Source: an optimization exercise on an open RTL-to-GDS flow (aim: small area). Production flows keep margins and buffers that such runs may drop. Function was not checked in any run shown here: the RTL went through the layout flow alone. Power and IR drop assume default switching activity.

==> flow/design.v <==
module tero_top (CLK, RST, MODE, SW, LED, TXD,
                 TERO_COUNT, TERO_OEFF, TERO_CTR, TERO_PRE, RO_SEL);
    input        CLK, RST;
    input  [1:0] MODE;
    input  [3:0] SW;
    output [7:0] LED;
    output       TXD;
    input  [8:0] TERO_COUNT;
    input        TERO_OEFF;
    output       TERO_CTR, TERO_PRE;
    output [19:0] RO_SEL;
    localparam STATE_MODE   = 3'd0;
    localparam STATE_WAIT   = 3'd1;
    localparam STATE_START  = 3'd2;
    localparam STATE_OSC    = 3'd3;
    localparam STATE_DRAIN  = 3'd4;
    localparam STATE_NEXT   = 3'd5;
    localparam STATE_FINI   = 3'd6;
    reg         m0, m1;      
    reg         mode_d;
    reg   [2:0] state;
    reg  [19:0] cnt;
    reg   [2:0] sel_cnt;
    reg  [19:0] ro_sel;
    wire        ctr     = (state == STATE_OSC);
    wire        in_next = (state == STATE_NEXT);
    wire        first   = (cnt[11:0] == 12'h000);
    wire        last    = (cnt[11:0] == 12'hfff);
    reg         ctr_buf;
    reg   [7:0] din;
    reg         oe;
    reg   [7:0] coe;
    assign TERO_CTR = ctr_buf;
    assign TERO_PRE = (coe[1:0] == 2'b00);
    always @(posedge CLK) begin
        ctr_buf <= ctr;
        din     <= (TERO_COUNT[8]) ? 8'hff : TERO_COUNT[7:0];
        if (~ctr) begin
            oe  <= 1'b0;
            coe <= 8'd0;
        end else begin
            oe  <= ((coe[1:0] == 2'd3 && TERO_OEFF) || coe == 8'd199);
            coe <= coe + 1'b1;
        end
    end
    reg         sat;
    reg  [19:0] sum;
    reg  [27:0] ssum;
    reg   [6:0] pk;
    reg   [2:0] pkc;
    wire        skip = (din == 8'hff);
    always @(posedge CLK) begin
        if (oe) begin
            ssum <= ((first) ? 28'd0 : ssum) + din * din;
            if (~last) begin
                sum <= ((first) ? 20'd0 : sum) + din;
                sat <= (~first & sat) | skip;
            end
        end
    end
    always @(posedge CLK) begin
        if (RST)
            pkc <= 3'd0;
        else if (oe & ~skip)
            pkc <= pkc + 1'b1;
        if (oe & ~skip)
            pk  <= {pk[5:0], din[0]};
    end
    reg   [3:0] vc;          
    reg   [7:0] hold;
    reg   [5:0] fcnt;        
    reg         busy;
    reg   [5:0] wc;
    reg   [3:0] bc;
    wire        ready  = (vc == 4'd0);
    wire        full   = fcnt[5];
    wire        empty  = (fcnt == 6'd0);
    wire        wv     = ~ready & ~full;
    wire        rv     = ~empty & ~busy;
    wire        uwe    = (~m0) ? ((in_next) ? ready : (last & oe)) :
                         (m1)  ? (pkc == 3'd7 && oe) : oe;
    always @(posedge CLK) begin
        if (RST) begin
            vc   <= 4'd0;
            fcnt <= 6'd0;
        end else begin
            if (ready) begin
                if (uwe)
                    vc <= (m0) ? 4'd1 : 4'd8;
            end else if (~full) begin
                vc <= vc - 1'b1;
            end
            fcnt <= fcnt + wv - rv;
        end
        if (ready & uwe)
            hold <= (~m0) ? ssum[7:0] : (m1) ? {pk, din[0]} : din;
    end
    function [7:0] px;
        input [3:0] hex;
        px = hex + ((hex >= 4'd10) ? 8'd87 : 8'd48);
    endfunction
    reg   [3:0] nib;
    always @(*) begin
        case ({in_next, vc})
            5'h18:   nib = {sat, 3'b000};
            5'h15:   nib = sum[19:16];
            5'h14:   nib = sum[15:12];
            5'h13:   nib = sum[11: 8];
            5'h12:   nib = sum[ 7: 4];
            5'h11:   nib = sum[ 3: 0];
            5'h07:   nib = ssum[27:24];
            5'h06:   nib = ssum[23:20];
            5'h05:   nib = ssum[19:16];
            5'h04:   nib = ssum[15:12];
            5'h03:   nib = ssum[11: 8];
            5'h02:   nib = hold[ 7: 4];
            5'h01:   nib = hold[ 3: 0];
            default: nib = 4'h0;
        endcase
    end
    wire  [7:0] wdata = (m0) ? hold : px(nib);
    localparam N = 33;
    reg   [7:0] st [0:N-1];
    reg [N-1:0] v;
    reg [N-1:0] mv;
    wire        done = busy & (wc == 6'd32) & (bc == 4'd9);
    integer     i;
    always @(*) begin
        mv[0] = v[0] & done;
        for (i = 1; i < N; i = i + 1)
            mv[i] = v[i] & (~v[i-1] | mv[i-1]);
    end
    always @(posedge CLK) begin
        if (RST)
            v <= {N{1'b0}};
        else begin
            for (i = 0; i < N-1; i = i + 1)
                v[i] <= mv[i+1] | (v[i] & ~mv[i]);
            v[N-1] <= wv | (v[N-1] & ~mv[N-1]);
        end
        for (i = 0; i < N-1; i = i + 1)
            if (mv[i+1]) st[i] <= st[i+1];
        if (wv) st[N-1] <= wdata;
    end
    always @(posedge CLK) begin
        if (RST) begin
            busy <= 1'b0;
            wc   <= 6'd0;
            bc   <= 4'd0;
        end else if (~busy) begin
            if (rv) busy <= 1'b1;
        end else if (wc == 6'd32) begin
            wc <= 6'd0;
            if (bc == 4'd9) begin
                busy <= 1'b0;
                bc   <= 4'd0;
            end else begin
                bc   <= bc + 1'b1;
            end
        end else begin
            wc <= wc + 1'b1;
        end
    end
    wire  [7:0] s0 = st[0];
    assign TXD = ~busy | (bc == 4'd9) | ((bc != 4'd0) & s0[bc - 4'd1]);
    assign LED[7]    = (sel_cnt == 3'd3);
    assign LED[6]    = (sel_cnt == 3'd2);
    assign LED[5]    = (sel_cnt == 3'd1);
    assign LED[4]    = (sel_cnt == 3'd0);
    assign LED[3:0]  = (sel_cnt == 3'd0) ? ro_sel[ 3: 0] :
                       (sel_cnt == 3'd1) ? ro_sel[ 7: 4] :
                       (sel_cnt == 3'd2) ? ro_sel[11: 8] :
                       (sel_cnt == 3'd3) ? ro_sel[15:12] : ro_sel[19:16];
    assign RO_SEL    = ro_sel;
    always @(posedge CLK) begin
        if (RST) begin
            m0        <= 1'b0;
            m1        <= 1'b0;
            mode_d    <= 1'b0;
            state     <= STATE_MODE;
            cnt       <= 20'h00000;
            sel_cnt   <= 3'd0;
            ro_sel    <= 20'h00000;
        end else begin
            if (state == STATE_MODE) begin
                m0        <= MODE[0];
                m1        <= MODE[1];
                mode_d    <= MODE[0];
                sel_cnt   <= (MODE[0]) ? 3'd0 : (MODE[1]) ? 3'd3 : 3'd4;
                state     <= (MODE[0]) ? STATE_WAIT : STATE_START;
            end else if (state == STATE_WAIT) begin
                cnt      <= cnt + 1'b1;
                if (cnt == 20'hfffff) begin
                    mode_d   <= MODE[0];
                    if (MODE[0] & ~mode_d) begin
                        if (sel_cnt == 3'd0)
                            ro_sel[19:16] <= SW;
                        else if (sel_cnt == 3'd4)
                            ro_sel[15:12] <= SW;
                        else if (sel_cnt == 3'd3)
                            ro_sel[11: 8] <= SW;
                        else if (sel_cnt == 3'd2)
                            ro_sel[ 7: 4] <= SW;
                        else
                            ro_sel[ 3: 0] <= SW;
                        sel_cnt  <= (sel_cnt != 3'd0) ? sel_cnt - 1'b1 : 3'd4;
                        state    <= (sel_cnt != 3'd1) ? STATE_WAIT     : STATE_START;
                    end
                end
            end else if (state == STATE_START) begin
                state    <= STATE_OSC;
            end else if (state == STATE_OSC) begin
                if (oe) begin
                    state    <= (full)       ? STATE_DRAIN :
                                (m0 == 1'b1) ? STATE_START :
                                (last)       ? STATE_NEXT  : STATE_START;
                    if (cnt == 20'hfffff && m0 == 1'd1) begin
                        sel_cnt  <= (sel_cnt != 3'd0) ? sel_cnt - 1'b1 : 3'd4;
                    end
                    cnt      <= cnt + 1'b1;
                end
            end else if (state == STATE_DRAIN) begin
                if (empty) begin
                    state    <= (m0 == 1'b1) ? STATE_START :
                                (first)      ? STATE_NEXT  : STATE_START;
                end
            end else if (state == STATE_NEXT) begin
                if (ready) begin
                    ro_sel   <= ro_sel + 1'b1;
                    state    <= (ro_sel == ((m1) ? 20'h0ffff : 20'hfffff)) ? STATE_FINI : STATE_START;
                end
            end
        end
    end
endmodule
==> flow/run.sh <==
#!/bin/bash
# synth_recipe.tcl (not shown) runs the flow's synth.tcl, then flattens the netlist and writes it again
# the make line also repeats each setting of config.mk as NAME=value (left out here)
make -C /OpenROAD-flow-scripts/flow DESIGN_CONFIG=/design/flow/config.mk WORK_HOME=/design/flow/orfs CLKGATE_MAP_FILE= SYNTH_SCRIPT=/design/flow/synth_recipe.tcl finish
==> flow/config.mk <==
export PLATFORM = sky130hd
export DESIGN_NAME = tero_top
export DESIGN_NICKNAME = tero_top
export VERILOG_FILES = /design/flow/design.v
export SDC_FILE = /design/flow/constraint.sdc
export NUM_CORES = 4
export LEC_CHECK = 0
export CAP_MARGIN = 20
export CORE_MARGIN = 2
export CORE_UTILIZATION = 40
export SLEW_MARGIN = 20
==> flow/constraint.sdc <==
create_clock -name core_clock -period 10.0 [get_ports {CLK}]
set_input_delay 2.0000 -clock core_clock [delete_from_list [all_inputs] [get_ports {CLK}]]
set_output_delay 2.0000 -clock core_clock [all_outputs]
set_load 0.01 [all_outputs]
==> results of run 1 <==
cell usage after synthesis, drive strengths merged (17+ instances only):
library cell	instances	share of area (%)
edfxtp	328	47
nor2	160	2.9
dfxtp	124	12
inv	109	2.0
a21oi	108	2.6
nand2	99	1.8
ha	76	4.6
and2	59	1.8
o21ai	58	1.4
clkbuf	43	0.77
fa	42	4.0
nand3	42	1.0
mux2i	30	1.4
nor2b	30	0.90
xnor2	29	1.2
xor2	29	1.2
and3	26	0.80
nor3	26	0.73
nand4	25	0.81
a31oi	21	0.63
or3	21	0.63
nand2b	19	0.57
buf	18	0.49
a211oi	17	0.64
nand3b	17	0.61
through the flow:
stage               util (%)  area (um^2)  hold slack (ps)  total power, mW  instances
floorplan                  -        20830            400.3            4.060       1728
global placement       42.72        21960            401.0            4.462       2402
detailed placement     42.72        21960            404.5            4.520       2402
CTS                    46.08        23690            390.2            6.444       2494
global route           46.09        23690            386.7            6.872       2494
finish                 46.09        23690            395.6            6.381       2494
sequential cells by signal (all words and copies together), names as in the netlist, 4 cells and up:
register  flops
bc            4
cnt          20
coe           8
din           8
fcnt          6
hold          8
pk            7
ro_sel       20
ssum         28
st          264
sum          20
v            33
vc            4
wc            6
cell type report:
type,instances,area [um^2],share of cell area (%)
flip-flops and latches,452,12330,52.05
multi-input cells,1106,7843,33.10
clock buffers,59,1295,5.466
well taps,680,850.8,3.591
repair buffers,55,530.5,2.239
clock inverters,33,432.9,1.827
inverters,109,409.1,1.727
final timing paths:
| path | end | slack [ps] | cells past startpoint |
|---|---|---|---|
| setup / recovery | ssum[22] | 4160 | 19 |
| hold / removal | st[15][2] | 400 | 0 |
| setup reg to reg | ssum[22] | 4160 | 19 |
| hold reg to reg | st[15][2] | 400 | 0 |
metal layers:
| layer | routed length [um] | share of wire (%) | GRT usage (%) |
|---|---|---|---|
| met3 | 1752 | 4.2 | 2.628 |
| met5 | 10 | 0.024 | 0 |
| met2 | 19350 | 46 | 25.96 |
| met1 | 19570 | 47 | 21.23 |
| met4 | 1033 | 2.5 | 4.627 |
cell usage in the layout (no fill, tap or decap), drive strengths merged, types with 26 or more instances in the layout:
cell and n:
o21ai 58, xnor2 29, nor2 160, inv 112
nand3 42, nand2 99, clkdlybuf4s50 47, and3 26
dfxtp 124, fa 42, mux2i 30, edfxtp 328
a21oi 108, ha 76, clkbuf 59, and2 59
xor2 29, nor3 26, nor2b 30
logic make-up (layout without fill, tap and decap cells):
family	Yosys count	count (layout)
fa+ha+maj	118	118
simple gates	573	573
flops	452	452
buf+inv	170	256
xor+xnor	58	58
mux	40	40
compound gates	317	317
power breakdown:
group	internal (mW)	total, mW	switching [mW]
Combinational	0.932	2.19	1.26
Sequential	2.19	2.30	0.112
Clock	1.14	1.89	0.750
Total	4.26	6.38	2.12
==> flow_summary.json, run 1 <==
{
  "grt_pass1_wl_um": 68260,
  "routedWlPerCell_um": 16.73,
  "fmax_mhz": 171.3,
  "io_pins": 49,
  "critPathTopFamily": "adder cells",
  "place_ws_ps": 4206,
  "hold_viol_final": 0,
  "worst_pin_slew_ps": 1072,
  "synthXorXnorAreaFrac_pct": 2.438,
  "hold_start": "st[16][2]",
  "status": "complete, no violations",
  "synth_warnings": 2,
  "syn_nets": 1864,
  "grt_pass1_vias": 13230,
  "synth_top_family_by_area": "simple AND/OR/NAND/NOR gates",
  "dr.pass1.iters": 5,
  "cts_tree": "built",
  "slew_violations": 0,
  "synthSimpleGateAreaFrac_pct": 14.49,
  "skew_ps": 41.78,
  "fp.dieW_um": 232.2,
  "critPathArrivalTime_ps": 6250,
  "finalSetupViolations": 0,
  "cts_buffers": 49,
  "path_clk_slew_ps": 60,
  "finalWirelength_um": 41720,
  "path_buf_inv": 4,
  "cts_max_level": 2,
  "worst-path-max-fanout": 53,
  "synth_compound_area_share_pct": 9.807,
  "hold_buffers": 0,
  "synth-seq-area-share_pct": 59.19,
  "required_ps": 10410,
  "crit_slowest_cell": "fa_1",
  "async_reset_ff_share_pct": 0,
  "yosys.area_share.adder_pct": 8.600,
  "vias": 13150,
  "cts_setup_buffers": 0,
  "critPathMaxStageDelay_ps": 540,
  "cts_root_buf": "clkbuf_16",
  "syn_to_final_growth_pct": 13.72,
  "grtUsageTotal_pct": 15.71,
  "setup_ws_ps": 4162,
  "crit_start": "cnt[0]",
  "irDropWorstVdd_mv": 0.1776,
  "ys_ff_latch": 452,
  "rows": 83,
  "drive_above_1_share_pct": 7.332,
  "portBuffers": 48,
  "place_hpwl_um": 29290,
  "fillerInstances": 4611,
  "cp-start-kind": "flip-flop",
  "syn-cell-area_um2": 20830,
  "r2r_start": "cnt[0]",
  "synthCells": 1728,
  "dieArea_um2": 53930,
  "grt_antenna_before_repair": 3,
  "die_h_um": 232.2,
  "rsz0062_at_grt": "no",
  "cts.sinks": 452,
  "holdCritPathClass": "flip-flop to flip-flop",
  "leakage_nw": 8.320,
  "nNetsFinal": 1909,
  "start_util_pct": 40.53,
  "grt_overflow_total": 0,
  "synthFlopType": "edfxtp_1",
  "fin_crit_sh_pct": 58.38,
  "fin_setup_tns_ps": 0,
  "synth_enable_flop_cells": 328,
  "relSlewSlack_pct": 27.88,
  "clkLatencyLatePin_ps": 600,
  "grt_start_max_net_pins": 77,
  "worstPathCellList": "inv_1, ha_1, nor4b_1, nand3_2, buf_4, and2_1, fa_1, fa_1, inv_1, fa_1, fa_1, inv_1, ha_1, o21a_1, a21oi_2, a211o_1, and3_1, or4_1, a21oi_1",
  "post_cts_resized": 0,
  "post-route-drc-count": 0,
  "core_um2": 51410,
  "routabilityCongestion": 0.8958,
  "drt_iter0_drc": 944,
  "vias_per_cell": 5.274,
  "critPathCaptureType": "flip-flop",
  "cp_common_cell": "fa_1",
  "cap_viol_max_count": 0,
  "ys_types": 89,
  "drt.antenna.violating_nets": 0,
  "crit_type": "flip-flop to flip-flop",
  "avgSynthCellArea_um2": 12.06,
  "synthMuxAreaShare_pct": 2.252,
  "p_per_area_nw_per_um2": 269.3,
  "cts.path.max_buffers": 3,
  "min_period_ps": 5838,
  "diodes": 0
}
==> inputs of run 2 (changes only) <==
--- a/flow/config.mk
+++ b/flow/config.mk
@@ -7,2 +7,3 @@
 export LEC_CHECK = 0
+export ABC_AREA = 1
 export CAP_MARGIN = 20
@@ -10,2 +11,3 @@
 export CORE_UTILIZATION = 40
+export CTS_BUF_LIST = sky130_fd_sc_hd__clkbuf_4
 export SLEW_MARGIN = 20
==> run 2 against run 1 <==
  * Still clean
  * Via count decreased by 1.9%
  * Die area down 3.9%
  * Sequential share of layout area up 2.3 points
  * Global-route usage down 0.78 points
  * Sequential power is essentially flat
  * Utilization rose by 0.11 points
  * Critical path depth rose by 14
  * Critical path type unchanged
==> flow_summary.json, run 2 <==
{
  "slew_violations": 0,
  "io_pins": 49,
  "ys_ff_latch": 452,
  "worst-path-max-fanout": 37,
  "netlist.area_leader.share_pct": 49.25,
  "place_hpwl_um": 26100,
  "synth-seq-area-share_pct": 61.66,
  "critPathArrivalTime_ps": 7150,
  "yosysTopAreaCell": "edfxtp_1",
  "crit_slowest_cell": "fa_1",
  "synth_common_cells": "328 x edfxtp_1, 323 x inv_1, 195 x nor2_1, 180 x nand2_1, 124 x dfxtp_1",
  "finalWirelength_um": 37650,
  "syn-cell-area_um2": 20000,
  "cts.sinks": 452,
  "dieArea_um2": 51810,
  "hold_buffers": 0,
  "r2r_start": "cnt[0]",
  "placed_cell_area_um2": 21250,
  "cts.path.max_buffers": 3,
  "vias": 12910,
  "ys_top_cells_by_area": "edfxtp_1 49%, dfxtp_1 12%, inv_1 6.1%",
  "min_delay_path_depth": 0,
  "post-route-drc-count": 0,
  "syn_to_final_growth_pct": 13.54,
  "fin_crit_sh_pct": 65.86,
  "irDropWorstVdd_mv": 0.1415,
  "holdCritPathClass": "flip-flop to flip-flop",
  "cts_tree": "built",
  "synthCells": 1791,
  "largest_register_ffs": 264,
  "hold_end": "st[15][3]",
  "grt_start_max_net_pins": 56,
  "rrSetupSlack_ps": 3410,
  "grt_overflow_total": 0,
  "synthFlopType": "edfxtp_1",
  "critPathCaptureType": "flip-flop",
  "hold_viol_final": 0,
  "cts_setup_buffers": 0,
  "crit_type": "flip-flop to flip-flop",
  "cap_viol_max_count": 0,
  "dr.pass1.iters": 6,
  "cts_root_buf": "clkbuf_4",
  "required_ps": 10560,
  "drt_iter0_drc": 878,
  "path_clk_slew_ps": 60,
  "leakage_nw": 8.825,
  "final_cell_mix": "328 x edfxtp_1, 323 x inv_1, 195 x nor2_1",
  "rsz0062_at_grt": "no",
  "grt_antenna_before_repair": 1,
  "start_util_pct": 40.69,
  "routedWlPerCell_um": 14.02,
  "async_reset_ff_share_pct": 0,
  "critPathMaxStageDelay_ps": 540,
  "nNetsFinal": 2065,
  "grt_pass1_wl_um": 61640,
  "fp.dieW_um": 227.6,
  "fin_hold_ws_ps": 394.9,
  "cp-start-kind": "flip-flop",
  "rows": 81,
  "synth_warnings": 2,
  "fin_setup_tns_ps": 0,
  "cts_max_level": 3,
  "routabilityCongestion": 0.8531,
  "grtUsageTotal_pct": 14.94,
  "core_um2": 49150,
  "regToRegEndpoint": "ssum[27]",
  "final_cell_area_um2": 22710,
  "cts_buffers": 112,
  "relSlewSlack_pct": 32.43,
  "fmax_mhz": 151.8,
  "top_regs": "st: 264 flops, v: 33 flops, ssum: 28 flops",
  "status": "complete, no violations",
  "p_per_area_nw_per_um2": 246.6,
  "grt_pass1_vias": 12880,
  "r2r_cells": 33,
  "drt.antenna.violating_nets": 0,
  "avgSynthCellArea_um2": 11.17,
  "cp_common_cell": "nand3_1",
  "drive_above_1_share_pct": 11.13,
  "finalSetupViolations": 0,
  "vias_per_cell": 4.806,
  "post_cts_resized": 0,
  "worst_pin_slew_ps": 1014,
  "regMostFlops": "st",
  "skew_ps": 32.70,
  "ys_types": 49,
  "clkLatencyLatePin_ps": 820,
  "hold_start": "st[16][3]",
  "syn_nets": 1927,
  "synth_enable_flop_cells": 328,
  "die_h_um": 227.6,
  "final_common_cell": "edfxtp_1",
  "portBuffers": 48,
  "yosysMostFrequentCell": "edfxtp_1",
  "min_period_ps": 6586
}
-- run 2: cell types whose count changed in the layout (fill, tap and decap cells not counted), sizes merged, moves of 30 or more --
cell	change
inv	+220
clkbuf	+109
nand2	+81
and2	-59
o21ai	+46
nor2	+44
nor2b	-30
-- run 2: per-stage QoR --
stage	power [mW]	setup WS, ps	cells	util (%)
after floorplan	3.647	3271	1791	-
after global placement	4.081	3413	2479	43.23
after detailed placement	4.110	3417	2479	43.23
after CTS	5.686	3355	2685	46.19
after global routing	6.063	2752	2686	46.20
final	5.599	3414	2686	46.20
-- run 2: per-layer routing --
metal / global-route usage (%) / share of wire [%]
met1: 18.48 / 45
met2: 24.87 / 47
met3: 3.677 / 5.6
met4: 6.578 / 2.4
met5: 0 / 0
-- run 2: cell type report --
| cell class | count | area, um^2 |
|---|---|---|
| Fill cell | 4512 | 26450 |
| Sequential cell | 452 | 12330 |
| Multi-Input combinational cell | 980 | 6325 |
| Clock buffer | 168 | 1261 |
| Inverter | 328 | 1231 |
| Tap cell | 664 | 830.8 |
| Timing Repair Buffer | 55 | 528.0 |
| Clock inverter | 38 | 197.7 |
| Antenna cell | 1 | 2.502 |
-- run 2: how the worst max path moves through the flow --
stage,from,to,slack (ps),cells past startpoint
2_1_floorplan,cnt[0],ssum[27],3270,34
3_3_place_gp,cnt[0],ssum[27],3410,33
3_5_place_dp,cnt[0],ssum[27],3420,33
4_1_cts,cnt[0],ssum[27],3350,33
5_1_grt,cnt[0],ssum[27],2750,33
6_report,cnt[0],ssum[27],3410,33
-- run 2: report_power, final --
group | switching, mW | total [mW] | internal (mW)
logic | 1.07 | 1.79 | 0.715
clock network | 0.726 | 1.52 | 0.799
registers | 0.0911 | 2.28 | 2.19
total | 1.89 | 5.60 | 3.71
-- run 2: cell families (layout without fill, tap and decap cells) --
group / count (synthesis) / count (layout) / share of synthesized area (%)
other: 0 / 1 / 0
adders and majority gates: 118 / 118 / 8.958
xor gates and xnor gates: 58 / 58 / 2.540
muxes: 1 / 1 / 0.05005
DFF: 452 / 452 / 61.66
buffers and inverters: 359 / 589 / 6.744
AOI/OAI and AO/OA: 299 / 299 / 8.533
and+or+nand+nor: 504 / 504 / 11.52
-- run 2: worst max-delay path, delay by kind of cell, from the launching register on --
kind / cells / cell delay [ps]
simple gates: 15 / 1710
compound gates: 6 / 950
flops: 1 / 340
buf+inv: 5 / 650
fa+ha+maj: 6 / 2520
xor+xnor: 1 / 160
==> inputs of run 3 (changes only) <==
--- a/flow/config.mk
+++ b/flow/config.mk
@@ -10,4 +10,5 @@
 export CORE_MARGIN = 2
-export CORE_UTILIZATION = 40
-export CTS_BUF_LIST = sky130_fd_sc_hd__clkbuf_4
+export CORE_UTILIZATION = 60
+export CTS_BUF_LIST = sky130_fd_sc_hd__clkbuf_8
+export CTS_CLUSTER_SIZE = 30
 export SLEW_MARGIN = 20
==> run 3 against run 2 <==
  * Clock-buffer cell count is 88 lower
  * Sequential power hardly changed
  * Highest routed layer unchanged
  * Critical path type unchanged
  * Sequential share of layout area increased by 0.89 points
  * First-iteration DRC count fell by 15%
  * Still clean
  * Synthesized cell count is the same
  * Via count decreased by 3.3%
==> flow_summary.json, run 3 <==
{
  "routedWlPerCell_um": 14.99,
  "top_regs": "st: 264 flops, v: 33 flops, ssum: 28 flops",
  "final_common_cell": "inv_1",
  "cts_buffers": 74,
  "worst_pin_slew_ps": 1051,
  "wl_met1_um": 16010,
  "die_h_um": 186.6,
  "slew_violations": 0,
  "status": "complete, no violations",
  "grt_pass1_wl_um": 59810,
  "cp-start-kind": "flip-flop",
  "netlist.area_leader.share_pct": 49.25,
  "dr.pass1.iters": 5,
  "dr_wl_met3_um": 2133,
  "leakage_nw": 8.749,
  "syn_to_final_growth_pct": 11.70,
  "finalWirelength_um": 35800,
  "yosysMostFrequentCell": "edfxtp_1",
  "fillerInstances": 2492,
  "finalSetupViolations": 0,
  "top_layer": "met4",
  "largest_register_ffs": 264,
  "fin_setup_tns_ps": 0,
  "routabilityCongestion": 0.8785,
  "ys_top_cells_by_area": "edfxtp_1 49%, dfxtp_1 12%, inv_1 6.1%",
  "io_pins": 49,
  "post_cts_resized": 0,
  "cp_common_cell": "nand3_1",
  "grt_start_max_net_pins": 56,
  "fin_util_pct": 68.32,
  "critPathMaxStageDelay_ps": 540,
  "synthFlopType": "edfxtp_1",
  "synth-seq-area-share_pct": 61.66,
  "nNetsFinal": 2028,
  "cts_max_level": 3,
  "final_cell_mix": "347 x inv_1, 328 x edfxtp_1, 195 x nor2_1",
  "wl_met2_um": 16910,
  "synthCells": 1791,
  "p_per_area_nw_per_um2": 248.2,
  "required_ps": 10370,
  "diodes": 0,
  "cap_viol_max_count": 0,
  "clkLatencyLatePin_ps": 620,
  "regMostFlops": "st",
  "place_ws_ps": 3415,
  "min_period_ps": 6584,
  "async_reset_ff_share_pct": 0,
  "rsz0062_at_grt": "no",
  "place_hpwl_um": 25100,
  "ys_ff_latch": 452,
  "grt_pass1_vias": 12510,
  "syn_nets": 1927,
  "cts.sinks": 452,
  "vias": 12480,
  "grtUsageTotal_pct": 21.22,
  "cts_tree": "built",
  "hold_viol_final": 0,
  "critPathCaptureType": "flip-flop",
  "grt_antenna_before_repair": 0,
  "holdCritPathClass": "flip-flop to flip-flop",
  "cts.path.max_buffers": 3,
  "crit_slowest_cell": "fa_1",
  "rows": 66,
  "portBuffers": 48,
  "crit_type": "flip-flop to flip-flop",
  "dieArea_um2": 34810,
  "hold_buffers": 0,
  "critPathArrivalTime_ps": 6960,
  "vias_per_cell": 5.224,
  "irDropWorstVdd_mv": 0.2002,
  "grt_overflow_total": 0,
  "path_clk_slew_ps": 60,
  "yosysTopAreaCell": "edfxtp_1",
  "skew_ps": 24.80,
  "fin_crit_sh_pct": 65.84,
  "start_util_pct": 61.16,
  "synth_warnings": 2,
  "ys_types": 49,
  "synth_common_cells": "328 x edfxtp_1, 323 x inv_1, 195 x nor2_1, 180 x nand2_1, 124 x dfxtp_1",
  "drive_above_1_share_pct": 7.088,
  "setup_ws_ps": 3416,
  "syn-cell-area_um2": 20000,
  "drt_iter0_drc": 745,
  "fin_hold_ws_ps": 405.1,
  "relSlewSlack_pct": 29.66,
  "synth_enable_flop_cells": 328,
  "cts_setup_buffers": 0,
  "worst-path-max-fanout": 37,
  "core_um2": 32700,
  "drt.antenna.violating_nets": 0,
  "avgSynthCellArea_um2": 11.17,
  "fp.dieW_um": 186.6,
  "fmax_mhz": 151.9,
  "fin_total_pwr_mw": 5.545,
  "post-route-drc-count": 0,
  "cts_root_buf": "clkbuf_8"
}
-- run 3: cell counts after synthesis --
Identical to the previous run, type by type.
-- run 3: power breakdown --
group / total [mW] / internal, mW / switching [mW] / leakage (nW)
sequential: 2.28 / 2.20 / 0.0892 / 3.96
combinational: 1.78 / 0.714 / 1.07 / 4.00
clock: 1.48 / 0.770 / 0.708 / 0.794
total: 5.55 / 3.68 / 1.87 / 8.75
-- run 3: stage by stage --
| step | area [um^2] | instances |
|---|---|---|
| 3_3_place_gp | 20970 | 2257 |
| 3_5_place_dp | 20970 | 2257 |
| 4_1_cts | 22340 | 2388 |
| 6_report | 22340 | 2389 |
| 5_1_grt | 22340 | 2389 |
| 2_1_floorplan | 20000 | 1791 |
-- run 3: area by class of cell --
| class | instances | area [um^2] | area share (%) |
|---|---|---|---|
| clock buffer | 80 | 1101 | 4.929 |
| inverter | 328 | 1231 | 5.511 |
| clock inverter | 51 | 265.3 | 1.187 |
| tap | 442 | 553.0 | 2.475 |
| timing repair buffer | 56 | 533.0 | 2.386 |
| sequential | 452 | 12330 | 55.20 |
| multi-input combinational | 980 | 6325 | 28.31 |
-- run 3: worst paths after layout --
kind	end	startpoint	slack [ps]	cells past startpoint
max	ssum[27]	cnt[0]	3420	33
min	st[15][4]	st[16][4]	410	0
max reg2reg	ssum[27]	cnt[0]	3420	33
min reg2reg	st[15][4]	st[16][4]	410	0
-- run 3: cells by family (layout without fill, tap and decap cells) --
kind of cell / Yosys count / in the layout / synth area share [%]
AO/OA/AOI/OAI: 299 / 299 / 8.533
buffers and inverters: 359 / 515 / 6.744
multiplexers: 1 / 1 / 0.05005
flip-flops: 452 / 452 / 61.66
XOR/XNOR: 58 / 58 / 2.540
adder cells (fa/ha/maj): 118 / 118 / 8.958
AND/OR/NAND/NOR: 504 / 504 / 11.52
-- run 3: routing by layer --
layer	global-route usage (%)	up-vias
met1	27.24	5877
met2	35.62	310
li1	-	6232
met5	0	-
met4	7.234	0
met3	5.078	62
-- run 3: critical path, delay by kind of cell (launching register included) --
| kind | cells | cell delay (ps) |
|---|---|---|
| buf+inv | 5 | 620 |
| compound gates | 6 | 960 |
| xor+xnor | 1 | 170 |
| fa+ha+maj | 6 | 2510 |
| simple gates | 15 | 1730 |
| flops | 1 | 350 |

## static timing again, ports no longer ideal
No port has a modelled driver above. Below, the same layouts with a new extraction and two added sets of constraints. Step 1, drivers: a clkbuf_16 drives CLK and a buf_2 each remaining input, both assumed. Step 2, shift: input delay + t, output delay - t, t = (earliest + latest rising clock arrival at the registers) / 2. This alone moves slack from input paths to output paths. Three values: ideal ports, drivers, drivers and shift; two values: the first two.
run | shift t [ns] | slack for setup (ns) | worst register clock-pin slew, ns | worst data-port slew with drivers (ns) | cell pins on the clock port's net
run 1 | 0.640 | 4.162 / 4.162 / 4.162 | 0.06 / 0.06 | 0.09 | 1
run 2 | 0.851 | 3.414 / 3.414 / 3.414 | 0.07 / 0.07 | 0.05 | 1
run 3 | 0.659 | 3.416 / 3.416 / 3.416 | 0.07 / 0.07 | 0.04 | 1
After both steps setup and hold are still met in every run listed.
